Background: an optimization exercise with open tools, aiming at small area. Do not read the settings as production practice. The RTL was checked by simulation tests, not by an equivalence proof against the original design. No activity file was given, so power comes from the tool's default toggle rates.

==> design/flow/flow/reopt.ys <==
# Re-map the combinational logic of the standard synthesis netlist for area.
# The flip-flops (and their instance names) are kept as they are.
read_liberty -ignore_miss_func LIBFILE
read_verilog IN_NETLIST
hierarchy -top change_heat
setattr -mod -set keep_hierarchy 1 sky130_fd_sc_hd__df* sky130_fd_sc_hd__edf* sky130_fd_sc_hd__sdf* sky130_fd_sc_hd__dl*
flatten
delete t:$scopeinfo
select change_heat
opt_clean
opt -fast
abc -liberty LIBFILE -dont_use *lpflow* -dont_use *probe* -script ABCSCRIPT
opt_clean -purge
hilomap -singleton -hicell sky130_fd_sc_hd__conb_1 HI -locell sky130_fd_sc_hd__conb_1 LO
insbuf -buf sky130_fd_sc_hd__buf_4 A X
splitnets
opt_clean -purge
select -clear
blackbox sky130_fd_sc_hd__*
write_verilog -noattr -nohex -nodec -selected OUT_NETLIST
==> design/flow/design.v <==
module change_heat(
	input clk,
	input rst,  
	input button1,  
	input button2,  
	input toggle_oven,
	input toggle_time_temp,
	input toggle_set,
	output reg [6:0] hex3,
	output reg [6:0] hex2,
	output reg [6:0] hex1,
	output reg [6:0] hex0,
	output reg temp_reached,
	output reg timer_reached);
	reg [2:0] c8;
	reg [5:0] c63, c51;
	reg [7:0] c251;
	wire p1 = c8[1:0] == 2'd1;
	wire w51 = c51 == 6'd19;
	wire w251 = c251 == 8'd216;
	wire button_tick = p1 && w51;
	wire heat_tick   = p1 && w251;
	wire timer_tick  = c8 == 3'd3 && c63 == 6'd32;
	always @(posedge clk) begin
		if (rst) begin
			c8 <= 0; c63 <= 0; c51 <= 0; c251 <= 0;
		end else begin
			c8 <= c8 + 1'b1;
			c63 <= {c63[4:0], ~(c63[5] ^ c63[4])};
			c51 <= w51 ? 6'd0 : {c51[4:0], ~(c51[5] ^ c51[4])};
			c251 <= w251 ? 8'd0 : {c251[6:0], ~(c251[7] ^ c251[5] ^ c251[4] ^ c251[3])};
		end
	end
	reg [3:0] e;
	reg [2:0] mt;
	reg [3:0] mo;
	wire set_time = button_tick && toggle_oven && !toggle_time_temp && !toggle_set;
	wire set_temp = button_tick && toggle_oven && toggle_time_temp && !toggle_set;
	wire s_up = set_time && !button1;
	wire s_dn = set_time && button1 && !button2;
	reg [3:0] e_up, e_dn;
	reg m_up, m_dn;
	always @(*) begin
		m_up = 0; m_dn = 0;
		case (e)
			4'd11: begin e_up = 4'd13; m_up = 1; end
			4'd12: begin e_up = 4'd0; m_up = 1; end
			4'd13: e_up = 4'd1;
			4'd14: begin e_up = 4'd0; m_up = 1; end
			4'd15: begin e_up = 4'd13; m_up = 1; end
			default: e_up = e + 1'b1;
		endcase
		case (e)
			4'd0: begin e_dn = 4'd12; m_dn = 1; end
			4'd12: e_dn = 4'd11;
			4'd13: begin e_dn = 4'd15; m_dn = 1; end
			4'd14: e_dn = 4'd11;
			4'd15: e_dn = 4'd11;
			default: e_dn = e - 1'b1;
		endcase
	end
	wire sp = e[3] && e[2];
	wire [3:0] d = sp ? {e[0], 1'b0, e[0], e[0]} : e;
	always @(posedge clk) begin
		if (rst) begin
			e <= 0; mt <= 0; mo <= 0;
		end else begin
			if (s_up) e <= e_up;
			else if (s_dn) e <= e_dn;
			if (s_up && m_up) begin
				if (mt == 3'd6 && mo == 4'd3) begin mt <= 0; mo <= 0; end
				else if (mo == 4'd9) begin mo <= 0; mt <= mt + 1'b1; end
				else mo <= mo + 1'b1;
			end else if (s_dn && m_dn) begin
				if (mt == 3'd0 && mo == 4'd0) begin mt <= 3'd6; mo <= 4'd3; end
				else if (mo == 4'd0) begin mo <= 4'd9; mt <= mt - 1'b1; end
				else mo <= mo - 1'b1;
			end
		end
	end
	reg [3:0] gh, gt; reg gb; reg [2:0] gr;  
	reg [3:0] uh, ut; reg ub; reg [2:0] ur;  
	always @(posedge clk) begin
		if (rst) begin
			gh <= 4'd3; gt <= 4'd0; gb <= 0; gr <= 0;
		end else if (set_temp) begin
			if (!button1) begin  
				if (gh == 4'd10 && (gt == 4'd2 || (gt == 4'd1 && gb && gr == 3'd4))) begin
					gh <= 0; gt <= 0; gb <= 0; gr <= gb ? 3'd0 : gr + 1'b1;
				end else begin
					gb <= !gb;
					if (gb) begin
						if (gt == 4'd9) begin gt <= 0; gh <= gh + 1'b1; end
						else gt <= gt + 1'b1;
					end
				end
			end else if (!button2) begin  
				if (gh == 4'd0 && gt == 4'd0 && !gb) begin
					gh <= 4'd10;
					if (gr == 3'd0) begin gt <= 4'd1; gb <= 1; gr <= 3'd4; end
					else begin gt <= 4'd2; gr <= gr - 1'b1; end
				end else begin
					gb <= !gb;
					if (!gb) begin
						if (gt == 4'd0) begin gt <= 4'd9; gh <= gh - 1'b1; end
						else gt <= gt - 1'b1;
					end
				end
			end
		end
	end
	wire heat_val = {uh, ut, ub, ur} < {gh, gt, gb, gr};
	wire ur0 = ur == 3'd0;
	always @(posedge clk) begin
		if (rst) begin
			uh <= 4'd0; ut <= 4'd6; ub <= 0; ur <= 0;
		end else if (heat_tick) begin
			if (heat_val) begin  
				if (uh == 4'd10 && ut == 4'd2) begin uh <= 0; ut <= 0; end
				else begin
					ur <= ur0 ? 3'd4 : ur - 1'b1;
					ub <= ub ^ !ur0;
					if (!ur0 && ub) begin
						if (ut == 4'd9) begin ut <= 0; uh <= uh + 1'b1; end
						else ut <= ut + 1'b1;
					end
				end
			end else begin  
				if (uh == 4'd0 && ut == 4'd0 && !ub && ur0) begin
					uh <= 4'd10; ut <= 4'd2; ub <= 0; ur <= 3'd3;
				end else begin
					ur <= ur0 ? 3'd4 : ur - 1'b1;
					ub <= ub ^ ur0;
					if (ur0 && !ub) begin
						if (ut == 4'd0) begin ut <= 4'd9; uh <= uh - 1'b1; end
						else ut <= ut - 1'b1;
					end
				end
			end
		end
	end
	wire uo0 = !ub && ur == 3'd0, uo9 = ub && ur == 3'd4;
	wire go0 = !gb && gr == 3'd0, go9 = gb && gr == 3'd4;
	wire o_eq = ub == gb && ur == gr;
	wire o_up = (ub == gb && ur == gr + 3'd1) || (!gb && gr == 3'd4 && ub && ur == 3'd0);
	wire o_gp = (ub == gb && gr == ur + 3'd1) || (!ub && ur == 3'd4 && gb && gr == 3'd0);
	wire eh = uh == gh, et = ut == gt;
	wire near = (eh && et && (o_eq || o_up || o_gp)) ||
		(eh && ut == gt + 4'd1 && uo0 && go9) ||
		(eh && gt == ut + 4'd1 && go0 && uo9) ||
		(uh == gh + 4'd1 && ut == 4'd0 && uo0 && gt == 4'd9 && go9) ||
		(gh == uh + 4'd1 && gt == 4'd0 && go0 && ut == 4'd9 && uo9);
	wire goal_ge2 = (gh != 0) || (gt != 0) || gb || (gr >= 3'd2);
	reg n0b; reg [2:0] n0r; reg [2:0] n1; reg [3:0] n2; reg [2:0] n3;
	reg c0b; reg [2:0] c0r; reg [2:0] c1; reg [3:0] c2; reg [2:0] c3;
	wire [2:0] num1 = d[3:1];
	wire n0z = !n0b && n0r == 3'd0;
	wire n_zero = n0z && (n1 == 0) && (n2 == 0) && (n3 == 0);
	wire c09 = c0b && c0r == 3'd4;
	always @(posedge clk) begin
		if (rst) begin
			timer_reached <= 0;
			n0b <= 0; n0r <= 0; n1 <= 0; n2 <= 0; n3 <= 0;
			c0b <= 0; c0r <= 0; c1 <= 0; c2 <= 0; c3 <= 0;
		end else if (timer_tick) begin
			if (toggle_oven) begin
				if (!toggle_set) begin
					n0b <= d[0]; n0r <= 0; n1 <= num1; n2 <= mo; n3 <= mt;
				end else if (n_zero) begin
					timer_reached <= 1;
				end else begin
					timer_reached <= 0;
					n0r <= (n0r == 3'd0) ? 3'd4 : n0r - 1'b1;
					if (n0r == 3'd0) n0b <= !n0b;
					if (n0z) begin
						if (n1 != 0) n1 <= n1 - 1'b1;
						else begin
							n1 <= 3'd5;
							if (n2 != 0) n2 <= n2 - 1'b1;
							else begin
								n2 <= 4'd9;
								n3 <= n3 - 1'b1;
							end
						end
					end
				end
			end else begin
				c0r <= (c0r == 3'd4) ? 3'd0 : c0r + 1'b1;
				if (c0r == 3'd4) c0b <= !c0b;
				if (c09) begin
					if (c1 >= 3'd5) begin
						c1 <= 0;
						if (c2 >= 4'd9) begin
							c2 <= 0;
							c3 <= (c3 >= 3'd5) ? 3'd0 : c3 + 1'b1;
						end else c2 <= c2 + 1'b1;
					end else c1 <= c1 + 1'b1;
				end
			end
		end
	end
	reg [3:0] h3, h2, h1;
	reg h0b; reg [2:0] h0r;
	always @(*) begin
		if (!toggle_oven) begin
			h3 = {1'b0, c3}; h2 = c2; h1 = {1'b0, c1}; h0b = c0b; h0r = c0r;
		end else if (toggle_time_temp) begin
			h3 = 4'd11;
			if (toggle_set) begin h2 = uh; h1 = ut; h0b = ub; h0r = ur; end
			else begin h2 = gh; h1 = gt; h0b = gb; h0r = gr; end
		end else if (!toggle_set) begin
			h3 = {1'b0, mt}; h2 = mo; h1 = {1'b0, num1}; h0b = d[0]; h0r = 3'd0;
		end else begin
			h3 = {1'b0, n3}; h2 = n2; h1 = {1'b0, n1}; h0b = n0b; h0r = n0r;
		end
		temp_reached = toggle_oven && goal_ge2 && near;
	end
	function [6:0] seg(input [3:0] v);
		case (v)
			4'd0: seg = 7'b1000000;
			4'd1: seg = 7'b1111001;
			4'd2: seg = 7'b0100100;
			4'd3: seg = 7'b0110000;
			4'd4: seg = 7'b0011001;
			4'd5: seg = 7'b0010010;
			4'd6: seg = 7'b0000010;
			4'd7: seg = 7'b1111000;
			4'd8: seg = 7'b0000000;
			4'd9: seg = 7'b0010000;
			default: seg = 7'b1111111;
		endcase
	endfunction
	function [6:0] seg5(input b, input [2:0] r);
		case ({b, r})
			4'd0: seg5 = 7'b1000000;
			4'd1: seg5 = 7'b1111001;
			4'd2: seg5 = 7'b0100100;
			4'd3: seg5 = 7'b0110000;
			4'd4: seg5 = 7'b0011001;
			4'd8: seg5 = 7'b0010010;
			4'd9: seg5 = 7'b0000010;
			4'd10: seg5 = 7'b1111000;
			4'd11: seg5 = 7'b0000000;
			4'd12: seg5 = 7'b0010000;
			default: seg5 = 7'b1111111;
		endcase
	endfunction
	always @(*) begin
		hex3 = seg(h3); hex2 = seg(h2); hex1 = seg(h1); hex0 = seg5(h0b, h0r);
	end
endmodule
==> design/flow/flow/run.sh <==
#!/bin/bash
# Own flow: the standard synthesis, then the combinational logic re-mapped
# for area by ABC (flip-flops and their names untouched; several seeds, the
# smallest kept), then the standard layout steps with small port buffers
# and a clock tree of clkbuf_8 without dummy loads.
set -euo pipefail
R=$PWD/orfs/results/$FLOW_PLATFORM/change_heat/base
LIB=$FLOW_HOME/platforms/$FLOW_PLATFORM/lib/sky130_fd_sc_hd__tt_025C_1v80.lib
SEEDS=${SEEDS:-1 2 3 4}
DEEP_T=${DEEP_T:-90}
bash standard.sh $R/1_2_yosys.v > synth.log 2>&1
cp $R/1_2_yosys.v $PWD/standard_synth.v
for s in $SEEDS; do
  printf 'strash\n&get -n\n&deepsyn -T %s -S %s\n&put\namap\ntopo\n' $DEEP_T $s > area_$s.abc
  sed -e "s|LIBFILE|$LIB|g" -e "s|IN_NETLIST|$PWD/standard_synth.v|" \
      -e "s|OUT_NETLIST|$PWD/reopt_$s.v|" -e "s|ABCSCRIPT|$PWD/area_$s.abc|" \
      flow/reopt.ys > reopt_$s.ys
  ( yosys -s reopt_$s.ys > reopt_$s.log 2>&1
    yosys -p "read_liberty -lib $LIB; read_verilog $PWD/reopt_$s.v; hierarchy -top $FLOW_TOP; tee -o $PWD/stat_$s.txt stat -liberty $LIB" > stat_$s.log 2>&1 ) &
done
wait
best=""; besta=""
for s in $SEEDS; do
  a=$(grep "Chip area" stat_$s.txt | head -1 | awk '{print $NF}')
  echo "seed $s area $a" >> reopt_choice.txt
  if [[ -n "$a" ]] && { [[ -z "$besta" ]] || python3 -c "import sys; sys.exit(0 if $a < $besta else 1)"; }; then best=$s; besta=$a; fi
done
echo "chosen seed $best area $besta" >> reopt_choice.txt
cp reopt_$best.v $R/1_2_yosys.v
CTS="${CTS:--sink_clustering_enable -repair_clock_nets -dont_use_dummy_load -buf_list sky130_fd_sc_hd__clkbuf_8}"
bash standard.sh "BUFFER_PORTS_ARGS=-buffer_cell sky130_fd_sc_hd__buf_1" "CTS_ARGS=$CTS" finish > layout.log 2>&1
==> design/flow/constraint.sdc <==
create_clock -name core_clock -period 16.0 [get_ports {clk}]
set_input_delay 3.2000 -clock core_clock [delete_from_list [all_inputs] [get_ports {clk}]]
set_output_delay 3.2000 -clock core_clock [all_outputs]
set_load 0.01 [all_outputs]
==> design/flow/standard.sh <==
#!/bin/bash
# synth_recipe.tcl (not shown) runs the flow's synth.tcl, then flattens the netlist and writes it again
# the make line also repeats each setting of config.mk as NAME=value (left out here)
make -C /OpenROAD-flow-scripts/flow DESIGN_CONFIG=/design/flow/config.mk WORK_HOME=/design/flow/orfs CLKGATE_MAP_FILE= SYNTH_SCRIPT=/design/flow/synth_recipe.tcl "${@:-finish}"
==> design/flow/config.mk <==
export PLATFORM = sky130hd
export DESIGN_NAME = change_heat
export DESIGN_NICKNAME = change_heat
export VERILOG_FILES = /design/flow/design.v
export SDC_FILE = /design/flow/constraint.sdc
export NUM_CORES = 4
export LEC_CHECK = 0
export CAP_MARGIN = 20
export CORE_MARGIN = 2
export CORE_UTILIZATION = 40
export SLEW_MARGIN = 20
==> results of run 1 <==
[per-layer routing]
layer	global-route usage [%]	part of all wire, %
met2	39.5	48
met4	10.4	2.8
met3	5.06	6.7
met1	29.2	43
met5	0	0
[worst max path at each step]
stage | from | end | slack [ns]
CTS | toggle_oven | hex2[1] | 6.12
finish | toggle_oven | hex2[1] | 5.98
global placement | toggle_oven | hex2[1] | 6.44
detailed placement | toggle_oven | hex2[1] | 6.15
global route | toggle_oven | hex2[1] | 5.53
floorplan | toggle_oven | hex2[1] | 7.03
[power by group through the flow]
stage | Combinational, uW | Sequential, uW | Clock (uW)
5_1_grt | 36.6 | 221 | 136
3_3_place_gp | 31.0 | 225 | 0
4_1_cts | 32.1 | 220 | 128
6_report | 32.1 | 220 | 123
2_1_floorplan | 20.0 | 225 | 0
3_5_place_dp | 32.0 | 225 | 0
[stage by stage]
step	cells	total power, uW	worst slack (ns)	util (%)	cell area [sq um]
2_1_floorplan	726	245	7.03	-	4950
3_3_place_gp	931	256	6.44	44.0	5310
3_5_place_dp	931	257	6.15	44.0	5310
4_1_cts	940	381	6.12	45.0	5430
5_1_grt	940	393	5.53	45.0	5430
6_report	940	376	5.98	45.0	5430
[area by class of cell]
class | instances | share of cell area [%]
clock buffers | 9 | 2.28
inverters | 123 | 8.50
multi-input cells | 516 | 50.6
flip-flops and latches | 87 | 32.1
well taps | 168 | 3.87
repair buffers | 37 | 2.65
[tightest hold or removal path, cell delays in order (launching register included)]
cell and delay, ns:
dfxtp_1 0.30, clkinv_1 0.05, nor2_1 0.03
[layout by cell type (no fill, tap or decap), drive strengths merged, types with 5 or more instances in the layout]
| cell | n |
|---|---|
| nand4 | 8 |
| or2 | 10 |
| nor2b | 8 |
| a221oi | 6 |
| a21oi | 42 |
| o22ai | 21 |
| nand2 | 44 |
| a22oi | 15 |
| a2111oi | 5 |
| a211oi | 8 |
| o21ai | 62 |
| clkinv | 123 |
| o221ai | 12 |
| clkbuf | 10 |
| dfxtp | 87 |
| o21a | 11 |
| nor4 | 9 |
| nor2 | 164 |
| nor3 | 26 |
| nand3 | 12 |
| a222oi | 8 |
| o32ai | 6 |
| buf | 36 |
==> impl_metrics.env, run 1 <==
export IMPL_h_tree_depth=3
export IMPL_drt_initial_drc_count=588
export IMPL_avgSynthCellArea_sq_um=6.82
export IMPL_post_cts_buffers=0
export IMPL_io_buffers=36
export IMPL_final_layout_size_suffix_gt1_share_pct=1.42
export IMPL_rows=40
export IMPL_num_vias=5409
export IMPL_leakagePower_uw=0.00180
export IMPL_cts_buffers=9
export IMPL_min_period_over_period_pct=62.6
export IMPL_grt_usage_pct=23.6
export IMPL_yosysWarnings=1
export IMPL_min_path_type="reg2reg"
export IMPL_grt_pass1_wl_microns=24600
export IMPL_start_util_pct=41.0
export IMPL_power_density_mw_per_mm2=69.2
export IMPL_run_status="complete, no violations"
export IMPL_diodes=0
export IMPL_drc=0
export IMPL_hold_violations=0
export IMPL_clockRootBuffer="clkbuf_8"
export IMPL_seq_area_sq_mm=0.00174
export IMPL_finalMaxSlewViolations=0
export IMPL_detail_route_first_pass_iterations=6
export IMPL_max_cap_viol_count=0
export IMPL_cp_start_kind="input port"
export IMPL_internal_power_uw=279
export IMPL_min_from="c63[2]$_SDFF_PP0_"
export IMPL_setup_tns_ns=0
export IMPL_die_width_microns=115
export IMPL_cts_tree="yes"
export IMPL_clkTransAtPathRegs_ns=0.08
export IMPL_nNetsFinal=781
export IMPL_design_core_area_sq_mm=0.0121
export IMPL_io_pins=37
export IMPL_grt_max_degree=45
export IMPL_fmax_mhz=99.8
export IMPL_syn_inst=726
export IMPL_hold_worst_slack_ns=0.417
export IMPL_hpwl_microns=11500
export IMPL_path_class="in2out"
export IMPL_postCtsHoldBufs=0
export IMPL_cts_resized=0
export IMPL_path_common_cell="o21ai_0"
export IMPL_r2r_slack_ns=11.83
export IMPL_setup_viol=0
export IMPL_relSlewSlack_pct=28.8
export IMPL_final_fill_count=1292
export IMPL_die_area_sq_mm=0.0133
export IMPL_ff2ff_path_depth=19
export IMPL_post_drt_wl_per_cell_microns=15.8
export IMPL_multi_input_area_sq_mm=0.00275
export IMPL_routed_wl_microns=14900
export IMPL_cpMaxStageDelayCell="nor2_1"
export IMPL_path_cells="buf_1 -> clkinv_1 -> or2_0 -> nor2_1 -> a222oi_1 -> o221ai_1 -> and2_0 -> or2_0 -> o21ai_0 -> nor2_1 -> a22oi_1 -> o21ai_0 -> clkinv_1 -> o21ai_0 -> buf_1"
export IMPL_p_sw_share_pct=25.8
export IMPL_syn_to_final_growth_pct=9.70
export IMPL_rsz0062_at_grt="no"
export IMPL_rr_endpoint="uh[2]$_SDFFE_PP0P_"
export IMPL_switching_power_uw=96.9
export IMPL_period_minus_slack_ns=10.02
export IMPL_r2r_start="ut[0]$_SDFFE_PP0P_"
export IMPL_cp_num_buf_inv=4
export IMPL_vias_per_cell=5.75
export IMPL_clkPwrFrac_pct=32.8
export IMPL_worst_endpoint_required_ns=12.80
export IMPL_cts_sinks=87
export IMPL_max_stage_delay_ns=0.57
export IMPL_clock_path_buffers=2
export IMPL_synth_nets=733
export IMPL_arrival_ns=6.82
export IMPL_die_h_microns=115
export IMPL_grt_overflow=0
export IMPL_antenna_found_initial=0
export IMPL_end_kind="primary output"
export IMPL_critical_path_top_delay_family="simple AND/OR/NAND/NOR gates"
export IMPL_largest_reg_flops=8
export IMPL_largestRegisters="c251: 8 flops, c51: 6 flops, c63: 6 flops"
export IMPL_comb_power_share_pct=8.5
export IMPL_fin_skew_ns=0.0282
export IMPL_synthesis_area_sq_mm=0.00495
export IMPL_cp_depth=15
export IMPL_min_to="c63[3]$_SDFF_PP0_"
export IMPL_largest_register="c251"
export IMPL_worstMarginPinSlew_ns=1.05
export IMPL_grt_pass1_vias=5064
export IMPL_crit_fanout=14
export IMPL_clock_latency_ns=0.38
export IMPL_peakVddDrop_v=0.0000412
export IMPL_routabilityCongestion=0.933
export IMPL_postRouteAntennaNets=0
export IMPL_p_seq_share_pct=58.6
export IMPL_worstHoldPathCells=2
==> run 2, diff against run 1 <==
==> design/flow/design.v (replaced) <==
module change_heat(
	input clk,
	input rst,  
	input button1,  
	input button2,  
	input toggle_oven,
	input toggle_time_temp,
	input toggle_set,
	output reg [6:0] hex3,
	output reg [6:0] hex2,
	output reg [6:0] hex1,
	output reg [6:0] hex0,
	output reg temp_reached,
	output reg timer_reached);
	reg [2:0] c8;
	reg [5:0] c63, c51;
	reg [7:0] c251;
	wire p1 = c8[1:0] == 2'd1;
	wire w51 = c51 == 6'd19;
	wire w251 = c251 == 8'd216;
	wire button_tick = p1 && w51;
	wire heat_tick   = p1 && w251;
	wire timer_tick  = c8 == 3'd3 && c63 == 6'd32;
	always @(posedge clk) begin
		if (rst) begin
			c8 <= 0; c63 <= 0; c51 <= 0; c251 <= 0;
		end else begin
			c8 <= c8 + 1'b1;
			c63 <= {c63[4:0], ~(c63[5] ^ c63[4])};
			c51 <= w51 ? 6'd0 : {c51[4:0], ~(c51[5] ^ c51[4])};
			c251 <= w251 ? 8'd0 : {c251[6:0], ~(c251[7] ^ c251[5] ^ c251[4] ^ c251[3])};
		end
	end
	reg [3:0] e;
	reg [5:0] sm;
	wire set_time = button_tick && toggle_oven && !toggle_time_temp && !toggle_set;
	wire set_temp = button_tick && toggle_oven && toggle_time_temp && !toggle_set;
	wire s_up = set_time && !button1;
	wire s_dn = set_time && button1 && !button2;
	reg [3:0] e_up, e_dn;
	reg m_up, m_dn;
	always @(*) begin
		m_up = 0; m_dn = 0;
		case (e)
			4'd11: begin e_up = 4'd13; m_up = 1; end
			4'd12: begin e_up = 4'd0; m_up = 1; end
			4'd13: e_up = 4'd1;
			4'd14: begin e_up = 4'd0; m_up = 1; end
			4'd15: begin e_up = 4'd13; m_up = 1; end
			default: e_up = e + 1'b1;
		endcase
		case (e)
			4'd0: begin e_dn = 4'd12; m_dn = 1; end
			4'd12: e_dn = 4'd11;
			4'd13: begin e_dn = 4'd15; m_dn = 1; end
			4'd14: e_dn = 4'd11;
			4'd15: e_dn = 4'd11;
			default: e_dn = e - 1'b1;
		endcase
	end
	wire sp = e[3] && e[2];
	wire [3:0] d = sp ? {e[0], 1'b0, e[0], e[0]} : e;
	always @(posedge clk) begin
		if (rst) begin
			e <= 0; sm <= 0;
		end else begin
			if (s_up) e <= e_up;
			else if (s_dn) e <= e_dn;
			if (s_up && m_up) sm <= sm + 1'b1;
			else if (s_dn && m_dn) sm <= sm - 1'b1;
		end
	end
	reg [6:0] gq; reg gb; reg [2:0] gr;  
	reg [6:0] uq; reg ub; reg [2:0] ur;  
	always @(posedge clk) begin
		if (rst) begin
			gq <= 7'd30; gb <= 0; gr <= 0;
		end else if (set_temp) begin
			if (!button1) begin  
				if (gq == 7'd102 || (gq == 7'd101 && gb && gr == 3'd4)) begin
					gq <= 0; gb <= 0; gr <= gb ? 3'd0 : gr + 1'b1;
				end else begin
					gb <= !gb;
					if (gb) gq <= gq + 1'b1;
				end
			end else if (!button2) begin  
				if (gq == 7'd0 && !gb) begin
					if (gr == 3'd0) begin gq <= 7'd101; gb <= 1; gr <= 3'd4; end
					else begin gq <= 7'd102; gr <= gr - 1'b1; end
				end else begin
					gb <= !gb;
					if (!gb) gq <= gq - 1'b1;
				end
			end
		end
	end
	wire ur0 = ur == 3'd0;
	wire [7:0] dq = {1'b0, uq} - {1'b0, gq};
	wire q_eq = dq == 8'd0, q_up = dq == 8'd1, q_dn = dq == 8'hff;
	wire o_lt = {ub, ur} < {gb, gr};
	wire heat_val = dq[7] || (q_eq && o_lt);
	always @(posedge clk) begin
		if (rst) begin
			uq <= 7'd6; ub <= 0; ur <= 0;
		end else if (heat_tick) begin
			if (heat_val) begin  
				if (uq == 7'd102) uq <= 0;
				else begin
					ur <= ur0 ? 3'd4 : ur - 1'b1;
					ub <= ub ^ !ur0;
					if (!ur0 && ub) uq <= uq + 1'b1;
				end
			end else begin  
				if (uq == 7'd0 && !ub && ur0) begin
					uq <= 7'd102; ub <= 0; ur <= 3'd3;
				end else begin
					ur <= ur0 ? 3'd4 : ur - 1'b1;
					ub <= ub ^ ur0;
					if (ur0 && !ub) uq <= uq - 1'b1;
				end
			end
		end
	end
	wire uo0 = !ub && ur == 3'd0, uo9 = ub && ur == 3'd4;
	wire go0 = !gb && gr == 3'd0, go9 = gb && gr == 3'd4;
	wire o_eq = ub == gb && ur == gr;
	wire o_up = (ub == gb && ur == gr + 3'd1) || (!gb && gr == 3'd4 && ub && ur == 3'd0);
	wire o_gp = (ub == gb && gr == ur + 3'd1) || (!ub && ur == 3'd4 && gb && gr == 3'd0);
	wire near = (q_eq && (o_eq || o_up || o_gp)) || (q_up && uo0 && go9) || (q_dn && go0 && uo9);
	wire goal_ge2 = (gq != 0) || gb || (gr >= 3'd2);
	reg [5:0] nm; reg [2:0] n1; reg n0b; reg [2:0] n0r;
	reg [5:0] cm; reg [2:0] c1; reg c0b; reg [2:0] c0r;
	wire [2:0] num1 = d[3:1];
	wire n0z = !n0b && n0r == 3'd0;
	wire ns_zero = n0z && n1 == 3'd0;
	wire n_zero = ns_zero && nm == 6'd0;
	wire c09 = c0b && c0r == 3'd4;
	always @(posedge clk) begin
		if (rst) begin
			timer_reached <= 0;
			nm <= 0; n1 <= 0; n0b <= 0; n0r <= 0;
			cm <= 0; c1 <= 0; c0b <= 0; c0r <= 0;
		end else if (timer_tick) begin
			if (toggle_oven) begin
				if (!toggle_set) begin
					nm <= sm; n1 <= num1; n0b <= d[0]; n0r <= 0;
				end else if (n_zero) begin
					timer_reached <= 1;
				end else begin
					timer_reached <= 0;
					n0r <= (n0r == 3'd0) ? 3'd4 : n0r - 1'b1;
					if (n0r == 3'd0) n0b <= !n0b;
					if (n0z) n1 <= (n1 == 3'd0) ? 3'd5 : n1 - 1'b1;
					if (ns_zero) nm <= nm - 1'b1;
				end
			end else begin
				c0r <= (c0r == 3'd4) ? 3'd0 : c0r + 1'b1;
				if (c0r == 3'd4) c0b <= !c0b;
				if (c09) begin
					if (c1 >= 3'd5) begin
						c1 <= 0;
						cm <= (cm == 6'd59) ? 6'd0 : cm + 1'b1;
					end else c1 <= c1 + 1'b1;
				end
			end
		end
	end
	wire temp_mode = toggle_oven && toggle_time_temp;
	wire [5:0] mins = !toggle_oven ? cm : (!toggle_set ? sm : nm);
	wire [6:0] cv = !temp_mode ? {1'b0, mins} : (toggle_set ? uq : gq);
	wire [3:0] cv_hi = cv / 7'd10;
	wire [3:0] cv_lo = cv % 7'd10;
	reg [2:0] h1t; reg h0b; reg [2:0] h0r;
	always @(*) begin
		if (!toggle_oven) begin
			h1t = c1; h0b = c0b; h0r = c0r;
		end else if (toggle_time_temp) begin
			h1t = 3'd0;
			if (toggle_set) begin h0b = ub; h0r = ur; end
			else begin h0b = gb; h0r = gr; end
		end else if (!toggle_set) begin
			h1t = num1; h0b = d[0]; h0r = 3'd0;
		end else begin
			h1t = n1; h0b = n0b; h0r = n0r;
		end
		temp_reached = toggle_oven && goal_ge2 && near;
	end
	wire [2:0] h3 = temp_mode ? 3'd7 : cv_hi[2:0];
	wire [3:0] h2 = temp_mode ? cv_hi : cv_lo;
	wire [3:0] h1 = temp_mode ? cv_lo : {1'b0, h1t};
	function [6:0] seg3(input [2:0] v);
		case (v)
			3'd0: seg3 = 7'b1000000;
			3'd1: seg3 = 7'b1111001;
			3'd2: seg3 = 7'b0100100;
			3'd3: seg3 = 7'b0110000;
			3'd4: seg3 = 7'b0011001;
			3'd5: seg3 = 7'b0010010;
			3'd6: seg3 = 7'b0000010;
			default: seg3 = 7'b1111111;
		endcase
	endfunction
	function [6:0] seg(input [3:0] v);
		case (v)
			4'd0: seg = 7'b1000000;
			4'd1: seg = 7'b1111001;
			4'd2: seg = 7'b0100100;
			4'd3: seg = 7'b0110000;
			4'd4: seg = 7'b0011001;
			4'd5: seg = 7'b0010010;
			4'd6: seg = 7'b0000010;
			4'd7: seg = 7'b1111000;
			4'd8: seg = 7'b0000000;
			4'd9: seg = 7'b0010000;
			default: seg = 7'b1111111;
		endcase
	endfunction
	function [6:0] seg5(input b, input [2:0] r);
		case ({b, r})
			4'd0: seg5 = 7'b1000000;
			4'd1: seg5 = 7'b1111001;
			4'd2: seg5 = 7'b0100100;
			4'd3: seg5 = 7'b0110000;
			4'd4: seg5 = 7'b0011001;
			4'd8: seg5 = 7'b0010010;
			4'd9: seg5 = 7'b0000010;
			4'd10: seg5 = 7'b1111000;
			4'd11: seg5 = 7'b0000000;
			4'd12: seg5 = 7'b0010000;
			default: seg5 = 7'b1111111;
		endcase
	endfunction
	always @(*) begin
		hex3 = seg3(h3); hex2 = seg(h2); hex1 = seg(h1); hex0 = seg5(h0b, h0r);
	end
endmodule
==> run 2 against run 1 <==
  * Total power is 1.5% higher
  * Critical path type unchanged
  * Clock skew decreased by 0.0089 ns
  * Largest cell class unchanged
  * Critical path depth up 13
  * Die area shrank 4.6%
  * Final cell count fell by 7.4%
  * Via count shrank 5.0%
  * Setup slack got worse by 2.2 ns
  * Global-route usage shrank 1.2 points
  * Still clean on timing, DRC and antenna
  * Synthesized area decreased by 4.8%
  * Clock-buffer cell count unchanged
  * Register-to-register slack gained 0.11 ns
==> impl_metrics.env, run 2 <==
export IMPL_period_minus_slack_ns=12.18
export IMPL_final_layout_size_suffix_gt1_share_pct=1.65
export IMPL_die_width_microns=113
export IMPL_syn_inst=681
export IMPL_fin_skew_ns=0.0193
export IMPL_layout_common_cells="nor2_1 (141), clkinv_1 (109), dfxtp_1 (82)"
export IMPL_crit_fanout=13
export IMPL_finalMaxSlewViolations=0
export IMPL_synthesis_area_sq_mm=0.00472
export IMPL_peakVddDrop_v=0.0000471
export IMPL_r2r_slack_ns=11.94
export IMPL_yosysWarnings=1
export IMPL_max_stage_delay_ns=0.50
export IMPL_worstHoldPathCells=2
export IMPL_num_vias=5140
export IMPL_critical_path_top_delay_family="simple AND/OR/NAND/NOR gates"
export IMPL_detail_route_first_pass_iterations=6
export IMPL_max_cap_viol_count=0
export IMPL_power_total_uw=381
export IMPL_clock_latency_ns=0.37
export IMPL_post_cts_buffers=0
export IMPL_grt_max_degree=51
export IMPL_largest_register="c251"
export IMPL_placed_cells=861
export IMPL_min_from="c51[3]$_SDFF_PP0_"
export IMPL_final_common_cell="nor2_1"
export IMPL_cp_start_kind="input port"
export IMPL_nNetsFinal=736
export IMPL_cts_buffers=9
export IMPL_min_to="c51[4]$_SDFF_PP0_"
export IMPL_run_status="complete, no violations"
export IMPL_cpMaxStageDelayCell="nor2_1"
export IMPL_fin_cells=870
export IMPL_min_period_over_period_pct=76.1
export IMPL_rsz0062_at_grt="no"
export IMPL_path_class="in2out"
export IMPL_clkTransAtPathRegs_ns=0.07
export IMPL_io_buffers=36
export IMPL_h_tree_depth=3
export IMPL_grt_overflow=0
export IMPL_relSlewSlack_pct=40.4
export IMPL_cts_resized=0
export IMPL_rows=39
export IMPL_start_util_pct=41.1
export IMPL_end_kind="primary output"
export IMPL_clockRootBuffer="clkbuf_8"
export IMPL_routabilityCongestion=0.970
export IMPL_fmax_mhz=82.1
export IMPL_post_drt_wl_per_cell_microns=15.8
export IMPL_leakagePower_uw=0.00173
export IMPL_min_path_type="reg2reg"
export IMPL_vias_per_cell=5.91
export IMPL_cts_tree="yes"
export IMPL_die_h_microns=113
export IMPL_largest_reg_flops=8
export IMPL_drc=0
export IMPL_rr_endpoint="ur[1]$_SDFFE_PP0P_"
export IMPL_syn_to_final_growth_pct=9.52
export IMPL_largestRegisters="c251: 8 flops, gq: 7 flops, uq: 7 flops"
export IMPL_setup_viol=0
export IMPL_grt_pass1_vias=4791
export IMPL_worst_endpoint_required_ns=12.80
export IMPL_die_area_sq_mm=0.0127
export IMPL_r2r_start="uq[2]$_SDFFE_PP1P_"
export IMPL_path_common_cell="nor2_1"
export IMPL_worstMarginPinSlew_ns=0.892
export IMPL_clock_path_buffers=2
export IMPL_cts_sinks=82
export IMPL_postCtsHoldBufs=0
export IMPL_design_core_area_sq_mm=0.0115
export IMPL_postRouteAntennaNets=0
export IMPL_synth_nets=688
export IMPL_final_core_util_pct=45.0
export IMPL_avgSynthCellArea_sq_um=6.92
export IMPL_power_density_mw_per_mm2=73.8
export IMPL_grt_pass1_wl_microns=22800
export IMPL_hold_violations=0
export IMPL_ff2ff_path_depth=20
export IMPL_setup_tns_ns=0
export IMPL_diodes=0
export IMPL_cp_num_buf_inv=6
export IMPL_hpwl_microns=10500
export IMPL_antenna_found_initial=0
export IMPL_arrival_ns=8.98
export IMPL_grt_usage_pct=22.4
export IMPL_routed_wl_microns=13800
export IMPL_drt_initial_drc_count=449
export IMPL_io_pins=37
## run 2: final cells by class
| type | instances | area [sq um] |
|---|---|---|
| Clock buffer | 9 | 124 |
| Inverter | 109 | 409 |
| Multi-Input combinational cell | 489 | 2660 |
| Tap cell | 143 | 179 |
| Timing Repair Buffer | 38 | 151 |
| Sequential cell | 82 | 1640 |
| Fill cell | 1182 | 6300 |
## run 2: how the worst max path moves through the flow
stage	cells after the start	to	from	slack (ns)
final	28	hex2[1]	toggle_oven	3.82
after global routing	28	hex2[1]	toggle_oven	3.20
after CTS	28	hex2[1]	toggle_oven	3.96
after detailed placement	28	hex2[1]	toggle_oven	3.98
after global placement	28	hex2[1]	toggle_oven	4.41
after floorplan	25	hex2[1]	toggle_time_temp	5.40
## run 2: worst min-delay path, stage by stage, from the launching register on
cell and delay, ns:
dfxtp_1 0.30, clkinv_1 0.05, nor2_1 0.03
## run 2: where the power goes
part / internal [uW] / switching (uW)
Sequential: 207 / 1.94
Combinational: 16.4 / 35.7
Clock: 50.4 / 70.2
Total: 274 / 108
## run 2: layer usage
metal / track usage [%] / vias up / share of wire, % / wire, microns
met5: 0 / - / 0 / 0
met4: 12.7 / 0 / 4.2 / 575
met3: 4.21 / 46 / 6.6 / 915
met2: 35.5 / 189 / 46 / 6300
met1: 28.5 / 2352 / 43 / 6000
li1: - / 2553 / - / -
## run 2: through the flow
step / cell area (sq um) / setup slack (ns) / hold slack [ns]
after floorplan: 4720 / 5.40 / 0.397
after global placement: 5040 / 4.41 / 0.411
after detailed placement: 5040 / 3.98 / 0.408
after CTS: 5160 / 3.96 / 0.421
after global routing: 5160 / 3.20 / 0.445
final: 5160 / 3.82 / 0.417
==> run 3, diff against run 2 <==
--- a/design/flow/design.v
+++ b/design/flow/design.v
@@ -96,8 +96,7 @@
 	end
 	wire ur0 = ur == 3'd0;
-	wire [7:0] dq = {1'b0, uq} - {1'b0, gq};
-	wire q_eq = dq == 8'd0, q_up = dq == 8'd1, q_dn = dq == 8'hff;
-	wire o_lt = {ub, ur} < {gb, gr};
-	wire heat_val = dq[7] || (q_eq && o_lt);
+	wire [8:0] dk = {1'b0, uq, ub} - {1'b0, gq, gb};
+	wire k_eq = dk == 9'd0, k_up = dk == 9'd1, k_dn = dk == 9'h1ff;
+	wire heat_val = dk[8] || (k_eq && ur < gr);
 	always @(posedge clk) begin
 		if (rst) begin
@@ -122,10 +121,6 @@
 		end
 	end
-	wire uo0 = !ub && ur == 3'd0, uo9 = ub && ur == 3'd4;
-	wire go0 = !gb && gr == 3'd0, go9 = gb && gr == 3'd4;
-	wire o_eq = ub == gb && ur == gr;
-	wire o_up = (ub == gb && ur == gr + 3'd1) || (!gb && gr == 3'd4 && ub && ur == 3'd0);
-	wire o_gp = (ub == gb && gr == ur + 3'd1) || (!ub && ur == 3'd4 && gb && gr == 3'd0);
-	wire near = (q_eq && (o_eq || o_up || o_gp)) || (q_up && uo0 && go9) || (q_dn && go0 && uo9);
+	wire near = (k_eq && (ur == gr || ur == gr + 3'd1 || gr == ur + 3'd1)) ||
+		(k_up && ur == 3'd0 && gr == 3'd4) || (k_dn && ur == 3'd4 && gr == 3'd0);
 	wire goal_ge2 = (gq != 0) || gb || (gr >= 3'd2);
 	reg [5:0] nm; reg [2:0] n1; reg n0b; reg [2:0] n0r;
@@ -216,4 +211,24 @@
 		endcase
 	endfunction
+	function [6:0] seg9(input [3:0] v);
+		case (v)
+			4'd0: seg9 = 7'b1000000;
+			4'd1: seg9 = 7'b1111001;
+			4'd2: seg9 = 7'b0100100;
+			4'd3: seg9 = 7'b0110000;
+			4'd4: seg9 = 7'b0011001;
+			4'd5: seg9 = 7'b0010010;
+			4'd6: seg9 = 7'b0000010;
+			4'd7: seg9 = 7'b1111000;
+			4'd8: seg9 = 7'b0000000;
+			4'd9: seg9 = 7'b0010000;
+			4'd10: seg9 = 7'b1101111;
+			4'd11: seg9 = 7'b1111011;
+			4'd12: seg9 = 7'b1001111;
+			4'd13: seg9 = 7'b1111011;
+			4'd14: seg9 = 7'b1101111;
+			default: seg9 = 7'b1111011;
+		endcase
+	endfunction
 	function [6:0] seg5(input b, input [2:0] r);
 		case ({b, r})
@@ -232,5 +247,5 @@
 	endfunction
 	always @(*) begin
-		hex3 = seg3(h3); hex2 = seg(h2); hex1 = seg(h1); hex0 = seg5(h0b, h0r);
+		hex3 = seg3(h3); hex2 = seg(h2); hex1 = seg9(h1); hex0 = seg5(h0b, h0r);
 	end
 endmodule
==> run 3 against run 2 <==
  * Routed wire length grew 1.8%
  * Clock power is essentially flat
  * Critical path depth is the same
  * Sequential share of layout area shrank 0.11 points
  * Total power grew 0.42%
  * First-iteration DRC count is the same
  * Maximum frequency shrank 5.0%
  * Combinational power grew 11%
  * Global-route usage grew 0.45 points
  * Die area grew 0.56%
  * Synthesized cell count grew 3.5%
  * Highest routed layer unchanged
==> impl_metrics.env, run 3 <==
export IMPL_clkTransAtPathRegs_ns=0.08
export IMPL_rows=39
export IMPL_clock_latency_ns=0.37
export IMPL_io_pins=37
export IMPL_largest_register="c251"
export IMPL_grt_pass1_vias=4748
export IMPL_final_common_cell="nor2_1"
export IMPL_worst_endpoint_required_ns=12.80
export IMPL_drt_initial_drc_count=449
export IMPL_min_from="c63[1]$_SDFF_PP0_"
export IMPL_arrival_ns=9.62
export IMPL_cp_num_buf_inv=7
export IMPL_grt_overflow=0
export IMPL_drc=0
export IMPL_grt_max_degree=50
export IMPL_clock_path_buffers=2
export IMPL_start_util_pct=41.2
export IMPL_syn_inst=705
export IMPL_avgSynthCellArea_sq_um=6.73
export IMPL_finalMaxSlewViolations=0
export IMPL_cts_resized=0
export IMPL_largest_reg_flops=8
export IMPL_post_cts_buffers=0
export IMPL_postCtsHoldBufs=0
export IMPL_final_layout_size_suffix_gt1_share_pct=1.47
export IMPL_crit_fanout=15
export IMPL_max_stage_delay_ns=0.52
export IMPL_synth_nets=712
export IMPL_fmax_mhz=78.0
export IMPL_multi_input_area_sq_mm=0.00262
export IMPL_largestRegisters="c251: 8 flops, gq: 7 flops, uq: 7 flops"
export IMPL_r2r_start="gb$_SDFFE_PP0P_"
export IMPL_io_buffers=36
export IMPL_seq_area_sq_mm=0.00164
export IMPL_detail_route_first_pass_iterations=18
export IMPL_final_fill_count=1243
export IMPL_routed_wl_microns=14000
export IMPL_clockRootBuffer="clkbuf_8"
export IMPL_setup_tns_ns=0
export IMPL_num_vias=5127
export IMPL_max_cap_viol_count=0
export IMPL_power_density_mw_per_mm2=73.9
export IMPL_critical_path_top_delay_family="simple AND/OR/NAND/NOR gates"
export IMPL_layout_common_cells="nor2_1 (175), clkinv_1 (126), dfxtp_1 (82)"
export IMPL_diodes=0
export IMPL_antenna_found_initial=0
export IMPL_post_drt_wl_per_cell_microns=15.7
export IMPL_vias_per_cell=5.74
export IMPL_path_class="in2out"
export IMPL_worstMarginPinSlew_ns=0.951
export IMPL_synthesis_area_sq_mm=0.00474
export IMPL_period_minus_slack_ns=12.82
export IMPL_min_path_type="reg2reg"
export IMPL_fin_skew_ns=0.0202
export IMPL_postRouteAntennaNets=0
export IMPL_cts_sinks=82
export IMPL_cp_depth=28
export IMPL_h_tree_depth=3
export IMPL_cts_tree="yes"
export IMPL_rsz0062_at_grt="no"
export IMPL_setup_viol=0
export IMPL_fin_cells=893
export IMPL_relSlewSlack_pct=36.1
export IMPL_grt_pass1_wl_microns=23300
export IMPL_die_area_sq_mm=0.0127
export IMPL_yosysWarnings=1
export IMPL_cts_buffers=9
export IMPL_min_period_over_period_pct=80.1
export IMPL_die_width_microns=113
export IMPL_cpMaxStageDelayCell="buf_1"
export IMPL_hold_worst_slack_ns=0.407
export IMPL_design_core_area_sq_mm=0.0115
export IMPL_power_total_uw=383
export IMPL_crit_start="toggle_oven"
export IMPL_hold_violations=0
export IMPL_ff2ff_path_depth=22
export IMPL_run_status="complete, no violations"
export IMPL_cp_start_kind="input port"
export IMPL_end_kind="primary output"
export IMPL_placed_cells=884
export IMPL_routabilityCongestion=0.937
export IMPL_nNetsFinal=759
export IMPL_leakagePower_uw=0.00174
export IMPL_worstHoldPathCells=2
export IMPL_syn_to_final_growth_pct=9.26
export IMPL_peakVddDrop_v=0.0000313
export IMPL_hpwl_microns=10800
export IMPL_die_h_microns=113
export IMPL_grt_usage_pct=22.8
-- run 3: path summary, 6_finish.rpt --
| check | end | slack, ns |
|---|---|---|
| hold reg to reg | c63[2]$_SDFF_PP0_ | 0.41 |
| setup reg to reg | uq[4]$_SDFFE_PP0P_ | 11.87 |
| setup / recovery | hex2[3] | 3.18 |
| hold / removal | c63[2]$_SDFF_PP0_ | 0.41 |
-- run 3: area by class of cell --
cell class / instances / area share (%)
Clock buffer: 9 / 2.39
Inverter: 126 / 9.13
Multi-Input combinational cell: 496 / 50.6
Sequential cell: 82 / 31.7
Tap cell: 143 / 3.45
Timing Repair Buffer: 37 / 2.78
-- run 3: tightest hold or removal path: stages (launching register included) --
cell      delay [ns]
dfxtp_1         0.30
clkinv_1        0.05
nor2_1          0.04
-- run 3: metrics by stage --
stage               utilization [%]  cell area, sq um  worst slack [ns]
finish                         45.0              5180              3.18
floorplan                         -              4740              5.06
global route                   45.0              5180              2.56
detailed placement             43.9              5060              3.37
global placement               43.9              5060              3.83
CTS                            45.0              5180              3.36
-- run 3: metal layers --
layer | vias up | track usage (%) | share of wire, %
met5 | - | 0 | 0
met1 | 2295 | 29.9 | 47
met2 | 198 | 36.5 | 44
met4 | 0 | 10.3 | 3.0
met3 | 35 | 4.66 | 6.8
li1 | 2599 | - | -
-- run 3: power by group --
group | internal (uW) | switching, uW | total (uW)
Clock | 50.3 | 67.4 | 118
Combinational | 18.2 | 39.5 | 57.7
Sequential | 206 | 1.18 | 208
Total | 275 | 108 | 383
==> run 4, diff against run 3 <==
--- a/design/flow/design.v
+++ b/design/flow/design.v
@@ -16,18 +16,21 @@
 	reg [5:0] c63, c51;
 	reg [7:0] c251;
+	wire [5:0] s63 = c63 ^ 6'b101010;
+	wire [5:0] s51 = c51 ^ 6'b101010;
+	wire [7:0] s251 = c251 ^ 8'b10101010;
 	wire p1 = c8[1:0] == 2'd1;
-	wire w51 = c51 == 6'd19;
-	wire w251 = c251 == 8'd216;
+	wire w51 = s51 == 6'd19;
+	wire w251 = s251 == 8'd216;
 	wire button_tick = p1 && w51;
 	wire heat_tick   = p1 && w251;
-	wire timer_tick  = c8 == 3'd3 && c63 == 6'd32;
-	always @(posedge clk) begin
-		if (rst) begin
-			c8 <= 0; c63 <= 0; c51 <= 0; c251 <= 0;
+	wire timer_tick  = c8 == 3'd3 && s63 == 6'd32;
+	always @(posedge clk) begin
+		if (rst) begin
+			c8 <= 0; c63 <= 6'b101010; c51 <= 6'b101010; c251 <= 8'b10101010;
 		end else begin
 			c8 <= c8 + 1'b1;
-			c63 <= {c63[4:0], ~(c63[5] ^ c63[4])};
-			c51 <= w51 ? 6'd0 : {c51[4:0], ~(c51[5] ^ c51[4])};
-			c251 <= w251 ? 8'd0 : {c251[6:0], ~(c251[7] ^ c251[5] ^ c251[4] ^ c251[3])};
+			c63 <= {s63[4:0], ~(s63[5] ^ s63[4])} ^ 6'b101010;
+			c51 <= (w51 ? 6'd0 : {s51[4:0], ~(s51[5] ^ s51[4])}) ^ 6'b101010;
+			c251 <= (w251 ? 8'd0 : {s251[6:0], ~(s251[7] ^ s251[5] ^ s251[4] ^ s251[3])}) ^ 8'b10101010;
 		end
 	end
--- a/design/flow/flow/run.sh
+++ b/design/flow/flow/run.sh
@@ -7,8 +7,9 @@
 R=$PWD/orfs/results/$FLOW_PLATFORM/change_heat/base
 LIB=$FLOW_HOME/platforms/$FLOW_PLATFORM/lib/sky130_fd_sc_hd__tt_025C_1v80.lib
-SEEDS=${SEEDS:-1 2 3 4}
+SEEDS=${SEEDS:-1 2 3 4 5 6 7 8}
 DEEP_T=${DEEP_T:-90}
 bash standard.sh $R/1_2_yosys.v > synth.log 2>&1
 cp $R/1_2_yosys.v $PWD/standard_synth.v
+n=0
 for s in $SEEDS; do
   printf 'strash\n&get -n\n&deepsyn -T %s -S %s\n&put\namap\ntopo\n' $DEEP_T $s > area_$s.abc
@@ -18,4 +19,6 @@
   ( yosys -s reopt_$s.ys > reopt_$s.log 2>&1
     yosys -p "read_liberty -lib $LIB; read_verilog $PWD/reopt_$s.v; hierarchy -top $FLOW_TOP; tee -o $PWD/stat_$s.txt stat -liberty $LIB" > stat_$s.log 2>&1 ) &
+  n=$((n + 1))
+  if (( n % ${NUM_CORES:-4} == 0 )); then wait; fi
 done
 wait
--- a/design/flow/flow/reopt.ys
+++ b/design/flow/flow/reopt.ys
@@ -13,5 +13,5 @@
 opt_clean -purge
 hilomap -singleton -hicell sky130_fd_sc_hd__conb_1 HI -locell sky130_fd_sc_hd__conb_1 LO
-insbuf -buf sky130_fd_sc_hd__buf_4 A X
+insbuf -buf sky130_fd_sc_hd__buf_1 A X
 splitnets
 opt_clean -purge
==> run 4 against run 3 <==
  * Routed wire length shrank 4.2%
  * Clock power is essentially flat
  * Largest power group unchanged
  * Non-clock buffer count rose by 1
  * Sequential cell count unchanged
  * Critical path type unchanged
  * Synthesized area is 2.3% lower
  * Setup slack better by 0.054 ns
  * Hold slack worse by 0.016 ns
  * Global-route usage shrank 1.1 points
==> impl_metrics.env, run 4 <==
export IMPL_cp_start_kind="input port"
export IMPL_clkTransAtPathRegs_ns=0.08
export IMPL_crit_fanout=11
export IMPL_synth_nets=687
export IMPL_cts_tree="yes"
export IMPL_rows=39
export IMPL_grt_pass1_wl_microns=22000
export IMPL_min_period_over_period_pct=79.8
export IMPL_fin_cells=869
export IMPL_postCtsHoldBufs=0
export IMPL_diodes=0
export IMPL_syn_inst=680
export IMPL_die_area_sq_mm=0.0125
export IMPL_start_util_pct=40.7
export IMPL_fin_skew_ns=0.0322
export IMPL_arrival_ns=9.56
export IMPL_internal_power_uw=278
export IMPL_clock_latency_ns=0.37
export IMPL_run_status="complete, no violations"
export IMPL_clockRootBuffer="clkbuf_8"
export IMPL_final_layout_size_suffix_gt1_share_pct=1.65
export IMPL_power_density_mw_per_mm2=77.3
export IMPL_num_vias=5087
export IMPL_design_core_area_sq_mm=0.0114
export IMPL_path_class="in2out"
export IMPL_detail_route_first_pass_iterations=5
export IMPL_syn_to_final_growth_pct=9.72
export IMPL_finalMaxSlewViolations=0
export IMPL_grt_overflow=0
export IMPL_grt_usage_pct=21.7
export IMPL_end_kind="primary output"
export IMPL_placed_cells=860
export IMPL_grt_pass1_vias=4511
export IMPL_hold_violations=0
export IMPL_h_tree_depth=3
export IMPL_max_cap_viol_count=0
export IMPL_vias_per_cell=5.85
export IMPL_switching_power_uw=115
export IMPL_final_fill_count=1172
export IMPL_cts_buffers=9
export IMPL_final_common_cell="nor2_1"
export IMPL_worst_endpoint_required_ns=12.80
export IMPL_cts_resized=0
export IMPL_setup_tns_ns=0
export IMPL_grt_max_degree=37
export IMPL_final_core_util_pct=44.7
export IMPL_setup_viol=0
export IMPL_relSlewSlack_pct=55.8
export IMPL_clkPwrFrac_pct=30.6
export IMPL_period_minus_slack_ns=12.76
export IMPL_nNetsFinal=735
export IMPL_layout_common_cells="nor2_1 (145), clkinv_1 (109), dfxtp_1 (82)"
export IMPL_p_seq_share_pct=53.5
export IMPL_rsz0062_at_grt="no"
export IMPL_drc=0
export IMPL_die_h_microns=112
export IMPL_yosysWarnings=1
export IMPL_io_buffers=36
export IMPL_worstMarginPinSlew_ns=0.663
export IMPL_routed_wl_microns=13400
export IMPL_leakagePower_uw=0.00174
export IMPL_hpwl_microns=10200
export IMPL_largest_register="c251"
export IMPL_avgSynthCellArea_sq_um=6.81
export IMPL_post_drt_wl_per_cell_microns=15.5
export IMPL_post_cts_buffers=0
export IMPL_fin_area_sq_mm=0.00508
export IMPL_comb_power_share_pct=15.9
export IMPL_min_path_type="reg2reg"
export IMPL_drt_initial_drc_count=327
export IMPL_peakVddDrop_v=0.0000378
export IMPL_synthesis_area_sq_mm=0.00463
export IMPL_antenna_found_initial=0
export IMPL_cts_sinks=82
export IMPL_die_width_microns=112
export IMPL_io_pins=37
export IMPL_dp_slack_ns=3.52
export IMPL_routabilityCongestion=0.956
export IMPL_clock_path_buffers=2
export IMPL_postRouteAntennaNets=0
export IMPL_post_dp_cell_area_sq_mm=0.00496
export IMPL_layout_setup_ws_ns=3.24
export IMPL_largest_reg_flops=8
export IMPL_fmax_mhz=78.4
export IMPL_largestRegisters="c251: 8 flops, gq: 7 flops, uq: 7 flops"
export IMPL_p_sw_share_pct=29.3
-- run 4: cell type report --
cell class / count / area (sq um) / share of cell area (%)
well taps: 143 / 179 / 3.52
clock buffers: 9 / 124 / 2.44
flip-flops and latches: 82 / 1640 / 32.3
inverters: 109 / 409 / 8.05
multi-input cells: 488 / 2580 / 50.7
repair buffers: 38 / 151 / 2.98
-- run 4: worst paths after layout --
check                      from                  to  slack [ns]  depth (start not counted)
min           c63[2]$_SDFF_PP0_   c63[3]$_SDFF_PP1_        0.39                          1
max                 toggle_oven             hex1[6]        3.24                         28
max reg2reg  uq[0]$_SDFFE_PP0P_  uq[6]$_SDFFE_PP0P_       11.02                         27
min reg2reg   c63[2]$_SDFF_PP0_   c63[3]$_SDFF_PP1_        0.39                          1
-- run 4: power groups by stage --
stage / sequential [uW] / combinational (uW) / clock, uW
floorplan: 214 / 42.0 / 0
global placement: 215 / 59.7 / 0
detailed placement: 215 / 61.5 / 0
CTS: 210 / 61.7 / 124
global route: 211 / 69.2 / 134
finish: 210 / 62.5 / 120
-- run 4: critical path: stages --
cell	delay [ns]
buf_1	0.35
clkinv_1	0.42
nor2_1	0.55
clkinv_1	0.41
nor2_1	0.45
clkinv_1	0.28
o22ai_1	0.29
a211oi_1	0.10
nor2_1	0.20
nor2_1	0.10
a21oi_1	0.13
o22a_1	0.16
nor2_1	0.09
o22ai_1	0.24
a211oi_1	0.16
and3_1	0.24
nor2_1	0.16
clkinv_1	0.17
o22ai_1	0.26
nor2_1	0.10
a221oi_1	0.54
o22ai_1	0.21
a21oi_1	0.17
o21ai_0	0.14
clkinv_1	0.09
nor2_1	0.05
nor2b_1	0.13
buf_1	0.16
-- run 4: through the flow --
| stage | power (uW) | hold slack [ns] |
|---|---|---|
| after global placement | 274 | 0.368 |
| after global routing | 414 | 0.404 |
| final | 393 | 0.391 |
| after CTS | 396 | 0.391 |
| after floorplan | 256 | 0.358 |
| after detailed placement | 276 | 0.372 |
-- run 4: per-layer routing --
metal | vias up | part of all wire (%) | routed length (microns) | GRT usage [%]
li1 | 2540 | - | - | -
met1 | 2353 | 47 | 6300 | 29.7
met2 | 174 | 45 | 6040 | 34.3
met3 | 20 | 6.5 | 878 | 3.86
met4 | 0 | 1.6 | 220 | 8.23
met5 | - | 0 | 0 | 0

==> re-timing with driven ports <==
In the flow no input, the clock included, has a driving cell. The finished layouts below were timed again as built, in two steps.
Step 1 (the two cells are an assumption about what drives the block):
set clk [get_ports {clk}]
set_driving_cell -lib_cell sky130_fd_sc_hd__clkbuf_16 $clk
set_driving_cell -lib_cell sky130_fd_sc_hd__buf_2 [delete_from_list [all_inputs] $clk]
Step 2 also shifts input and output timing later by t, the mid clock arrival at the registers, as if the neighbouring blocks saw the same clock.
a / b / c = no drivers / after step 1 / after step 2; a / b = the first two.
| run | t (ns) | slack for setup (ns) | worst setup path after step 2 | worst data-port slew with drivers (ns) |
|---|---|---|---|---|
| run 1 | 0.406 | 5.982 / 5.947 / 5.947 | input to output | 0.04 |
| run 2 | 0.397 | 3.818 / 3.796 / 3.796 | input to output | 0.04 |
| run 3 | 0.396 | 3.183 / 3.137 / 3.137 | input to output | 0.04 |
| run 4 | 0.388 | 3.238 / 3.193 / 3.193 | input to output | 0.04 |
After both steps setup and hold are still met in every run listed. For run 3, which loses most, drivers alone change the setup slack by -0.046 ns; drivers and shift together by -0.046 ns.
